This is an optimization exercise on Yosys and OpenROAD, whose aim is small area, not a production implementation. At most, simulation tests tie the RTL to the original design; equivalence was not proved. Power and IR drop assume default switching activity.

old:
==> module topmodule, before the edit <==
module topmodule(input clk_in,
    input rst,
    input clr,
    input ent,
    input chg,
    output [4:0] led,
    output [3:0] AN,
    input [3:0] sw,
    output [6:0] seven_out
    );
    reg [1:0] nd;    
    reg [1:0] m3;    
    reg       odd;   
    reg [2:0] m5;    
    always @(posedge clk_in or posedge rst)
        if (rst) begin
            m3 <= 2'b00;
            odd <= 1'b0;
            m5 <= 3'b000;
        end else begin
            m3 <= {m3[0], ~(m3[1] | m3[0])};
            odd <= ~odd;
            m5 <= {m5[1:0], ~(m5[2] | m5[1])};
        end
    wire dtick = m3[1] & ~odd;                             
    wire btick = odd & (nd[0] ~^ m3[1]) & m5[2] & ~m5[1];  
    reg [2:0] e_s, c_s, g_s;
    reg e_p, c_p, g_p;
    always @(posedge clk_in or posedge rst)
        if (rst) begin
            e_s <= 3'b000; c_s <= 3'b000; g_s <= 3'b000;
            e_p <= 1'b0; c_p <= 1'b0; g_p <= 1'b0;
        end else if (btick) begin
            e_s <= {e_s[1:0], ent};
            c_s <= {c_s[1:0], clr};
            g_s <= {g_s[1:0], chg};
            e_p <= e_s[1] & ~e_s[2];
            c_p <= c_s[1] & ~c_s[2];
            g_p <= g_s[1] & ~g_s[2];
        end
    reg [3:0] ls;
    reg [1:0] ev;
    reg [3:0] sws;        
    reg [15:0] pw;        
    reg match;            
    reg locked;
    wire l_dig = ~ls[3];
    wire l_idle = ls[3] & ls[0];
    wire l_unl = ls[3] & ~ls[1];
    wire s_chk  = l_dig & ~ls[2] & (ls[1:0] == 2'b11) & (ev == 2'b01);
    wire s_rest = (l_dig & ~ls[2] & (ls[1:0] == 2'b11) & (ev == 2'b11))
                | (l_dig & ls[2] & (ls[1:0] == 2'b11) & (ev == 2'b01))
                | (ls[3] & ~ls[0] & (ev == 2'b00));
    wire s_idle = l_idle & (ev == 2'b00);
    wire s_dig  = ~s_chk & ~s_rest & ~s_idle;
    wire s_new  = l_dig ? ls[2] : (ev == 2'b11);
    wire [1:0] s_idx = (ev == 2'b01) ? ls[1:0] + 2'd1 : (ev[1] | ~l_dig) ? 2'd00 : ls[1:0];
    always @(posedge clk_in or posedge rst)
        if (rst) begin
            ls <= 4'b1111;
            ev <= 2'b00;
        end else if (btick) begin
            if (s_chk)
                ev <= 2'b11;
            else begin
                ls <= s_dig ? {2'b00, s_new, s_idx} : s_rest ? {2'b10, locked, 1'b0} : 4'b1111;
                if (s_dig)
                    ev <= e_p ? 2'b01 : c_p ? 2'b10 : 2'b00;
                else if (s_idle)
                    ev <= (e_p | c_p) ? 2'b10 : 2'b00;
                else
                    ev <= e_p ? 2'b10 : (g_p & ~locked) ? 2'b11 : 2'b00;
            end
        end
    always @(posedge clk_in)
        if (btick) begin
            if (!s_chk) sws <= sw;
            if (s_idle | (s_dig & s_new & s_idx == 2'd3 & e_p)) locked <= 1'b1;
            if (s_chk) locked <= match ^ locked;
        end
    assign led[4] = 1'b0;
    assign led[3:0] = ls + 4'd1;
    reg first;          
    reg [4:0] ch;       
    wire [1:0] pos = ~ls[1:0];           
    wire above = nd > pos;
    wire at    = nd == pos;
    reg [3:0] pwj;
    always @(*)
        case (nd)
            2'd0: pwj = pw[3:0];
            2'd1: pwj = pw[7:4];
            2'd2: pwj = pw[11:8];
            default: pwj = pw[15:12];
        endcase
    reg [4:0] cc;
    always @(*) begin
        if (!ls[3]) begin
            if (at) cc = {1'b0, sws};
            else if (ls[2] & above) cc = {1'b0, pwj};
            else if (above) cc = 5'b10000;       
            else cc = 5'h0A;                      
        end else if (l_unl) begin                  
            case (nd)
                2'd3: cc = 5'h00;
                2'd2: cc = 5'b10001;
                2'd1: cc = 5'h0E;
                default: cc = 5'h0C;
            endcase
        end else begin                            
            case (nd)
                2'd3: cc = 5'h0F;
                2'd2: cc = 5'h0D;
                2'd1: cc = 5'h05;
                default: cc = 5'h0D;
            endcase
        end
    end
    wire entered = ~ls[3] & (ev == 2'b01);
    always @(posedge clk_in)
        if (entered & ~ls[2] & at) match <= (match | ls[1:0] == 2'd0) & (sws == pwj);
    wire [3:0] pwd = sws & {4{~l_idle}};
    wire pw_we = l_idle | (entered & ls[2] & at);
    always @(posedge clk_in)
        if (pw_we)
            case (nd)
                2'd0: pw[3:0] <= pwd;
                2'd1: pw[7:4] <= pwd;
                2'd2: pw[11:8] <= pwd;
                default: pw[15:12] <= pwd;
            endcase
    always @(posedge clk_in or posedge rst)
        if (rst) begin
            nd <= 2'd0;
            first <= 1'b1;
            ch <= 5'h00;
        end else if (dtick) begin
            nd <= nd + 2'd1;
            first <= 1'b0;
            ch <= cc;
        end
    assign AN[0] = ~(first | nd == 2'd1);
    assign AN[1] = ~(nd == 2'd2);
    assign AN[2] = ~(nd == 2'd3);
    assign AN[3] = ~(~first & nd == 2'd0);
    reg [6:0] seg;
    always @(*)
        if (ch[4])
            seg = ch[0] ? 7'b0011000 : 7'b1111110;
        else
            case (ch[3:0])
                4'h0: seg = 7'b0000001;
                4'h1: seg = 7'b1001111;
                4'h2: seg = 7'b0010010;
                4'h3: seg = 7'b0000110;
                4'h4: seg = 7'b1001100;
                4'h5: seg = 7'b0100100;
                4'h6: seg = 7'b0100000;
                4'h7: seg = 7'b0001111;
                4'h8: seg = 7'b0000000;
                4'h9: seg = 7'b0000100;
                4'hA: seg = 7'b0001000;
                4'hB: seg = 7'b1100000;
                4'hC: seg = 7'b0110001;
                4'hD: seg = 7'b1000010;
                4'hE: seg = 7'b0110000;
                default: seg = 7'b0111000;
            endcase
    assign seven_out = seg;
endmodule
Settings: LEC_CHECK=0, ABC_AREA=1, CAP_MARGIN=0, CORE_MARGIN=2, CORE_UTILIZATION=40, GPL_TIMING_DRIVEN=0, SLEW_MARGIN=0; clock period 10.0 ns.
standard.sh (not shown) runs the stock make flow with config.mk's settings and CLKGATE_MAP_FILE= SYNTH_SCRIPT=/design/flow/synth_recipe.tcl, a recipe that flattens the netlist after the stock synthesis.
==> flow/flow/run.sh <==
#!/bin/bash
# Layout flow: the standard synthesis; then the combinational logic is
# mapped again for area with a few ABC scripts (flip-flops kept exactly as
# synthesized) and the smallest result is kept; then the standard layout
# with the smallest buffer on the ports and a clock tree without dummy loads.
set -euo pipefail
W=$(pwd)
F=$W/flow
LIB=$FLOW_HOME/platforms/sky130hd/lib/sky130_fd_sc_hd__tt_025C_1v80.lib
R=$W/orfs/results/sky130hd/topmodule/base

bash standard.sh synth > $W/synth.log 2>&1
cp $R/1_2_yosys.v $W/std_synth.v

DU=$(grep -oE 'cell \("?sky130_fd_sc_hd__(lpflow|probe)[A-Za-z0-9_]*' $LIB | sed -E 's/cell \("?//' | tr '\n' ' ')
for s in $F/s*.abc; do
    n=$(basename $s .abc)
    RS_IN=$W/std_synth.v RS_OUT=$W/resynth_$n.v RS_LIB=$LIB RS_SCRIPT=$s RS_DONTUSE="$DU" \
        yosys -c $F/resynth.tcl > $W/resynth_$n.log 2>&1 &
    [[ $(jobs -r | wc -l) -ge ${NUM_CORES:-4} ]] && wait -n
done
wait
best=""; barea=""
for s in $F/s*.abc; do
    n=$(basename $s .abc)
    a=$(grep "Chip area for top module" $W/resynth_$n.log | awk '{print $NF}')
    echo "$n $a" >> $W/resynth_areas.txt
    if [[ -z "$barea" ]] || awk "BEGIN{exit !($a < $barea)}"; then best=$n; barea=$a; fi
done
echo "best $best $barea" >> $W/resynth_areas.txt
cp $W/resynth_$best.v $R/1_2_yosys.v
touch $R/1_2_yosys.v

export BUFFER_PORTS_ARGS="-buffer_cell sky130_fd_sc_hd__buf_1"
export CTS_ARGS="$(cat $F/cts_args)"
bash standard.sh finish > $W/layout.log 2>&1
Other scripts of this flow, unchanged in this note and not shown: flow/flow/cts_args, flow/flow/resynth.tcl, flow/flow/s1.abc, flow/flow/s2.abc, flow/flow/s3.abc, flow/flow/s4.abc, flow/flow/s5.abc, flow/flow/s6.abc, flow/flow/s7.abc, flow/flow/s8.abc, flow/flow/s9.abc
[inputs] new vs old
--- a/flow/design.v
+++ b/flow/design.v
@@ -69,16 +69,22 @@
                 else if (s_idle)
                     ev <= (e_p | c_p) ? 2'b10 : 2'b00;
                 else
                     ev <= e_p ? 2'b10 : (g_p & ~locked) ? 2'b11 : 2'b00;
             end
         end
+    wire [3:0] pwd = sw & {4{~s_idle}};
+    wire w_new = s_dig & s_new;
     always @(posedge clk_in)
         if (btick) begin
             if (!s_chk) sws <= sw;
-            if (s_idle | (s_dig & s_new & s_idx == 2'd3 & e_p)) locked <= 1'b1;
+            if (s_idle | (w_new & s_idx == 2'd0)) pw[15:12] <= pwd;
+            if (s_idle | (w_new & s_idx == 2'd1)) pw[11:8] <= pwd;
+            if (s_idle | (w_new & s_idx == 2'd2)) pw[7:4] <= pwd;
+            if (s_idle | (w_new & s_idx == 2'd3)) pw[3:0] <= pwd;
+            if (s_idle | (w_new & s_idx == 2'd3 & e_p)) locked <= 1'b1;
             if (s_chk) locked <= match ^ locked;
         end
     assign led[4] = 1'b0;
     assign led[3:0] = ls + 4'd1;
     reg first;          
     reg [4:0] ch;       
@@ -93,14 +99,14 @@
             2'd2: pwj = pw[11:8];
             default: pwj = pw[15:12];
         endcase
     reg [4:0] cc;
     always @(*) begin
         if (!ls[3]) begin
-            if (at) cc = {1'b0, sws};
-            else if (ls[2] & above) cc = {1'b0, pwj};
+            if (ls[2] & (above | at)) cc = {1'b0, pwj};
+            else if (at) cc = {1'b0, sws};
             else if (above) cc = 5'b10000;       
             else cc = 5'h0A;                      
         end else if (l_unl) begin                  
             case (nd)
                 2'd3: cc = 5'h00;
                 2'd2: cc = 5'b10001;
@@ -113,25 +119,15 @@
                 2'd2: cc = 5'h0D;
                 2'd1: cc = 5'h05;
                 default: cc = 5'h0D;
             endcase
         end
     end
-    wire entered = ~ls[3] & (ev == 2'b01);
+    wire entered = ~ls[3] & ~ls[2] & (ev == 2'b01);
     always @(posedge clk_in)
-        if (entered & ~ls[2] & at) match <= (match | ls[1:0] == 2'd0) & (sws == pwj);
-    wire [3:0] pwd = sws & {4{~l_idle}};
-    wire pw_we = l_idle | (entered & ls[2] & at);
-    always @(posedge clk_in)
-        if (pw_we)
-            case (nd)
-                2'd0: pw[3:0] <= pwd;
-                2'd1: pw[7:4] <= pwd;
-                2'd2: pw[11:8] <= pwd;
-                default: pw[15:12] <= pwd;
-            endcase
+        if (entered & at) match <= (match | ls[1:0] == 2'd0) & (sws == pwj);
     always @(posedge clk_in or posedge rst)
         if (rst) begin
             nd <= 2'd0;
             first <= 1'b1;
             ch <= 5'h00;
         end else if (dtick) begin
Notes after the runs:
new ended with every stage complete and zero timing, DRC or antenna violations. Diff old -> new: vias per cell comparable; share of cell area taken by flip-flops and latches comparable. new — largest fanout on the critical path 7 higher, old as reference. Of new and old, it is new that has the higher routed wire length per instance. As far as final area is concerned, old and new perform about the same. Re worst hold slack: old was lower than new. Post-layout total power: new worse than old. Busiest metal layer after global routing: met1 -> old, met2 -> new.
The RTL of new was laid out without a check of its function.

## re-timing with driven ports
How much do the figures lean on ideal ports? The routed layouts below were timed once more, with nothing changed but the port constraints. Step 1, drivers: a clkbuf_16 drives clk_in and a buf_2 each remaining input, both assumed. Step 2 times the ports against the registers' clock, not the clock port: input delays grow and output delays shrink by t, the midpoint of the rising clock arrivals with the driver on. a / b / c = ideal ports / drivers / drivers and shift; a / b = the first two.
| run | t (ns) | setup WS [ns] | worst setup path after step 2 | pins driven straight from the clock port |
|---|---|---|---|---|
| old | 0.320 | 5.516 / 5.490 / 5.809 | register to output | 1 |
| new | 0.324 | 5.900 / 5.900 / 5.900 | register to register | 1 |
After both steps every run listed still meets setup and hold.
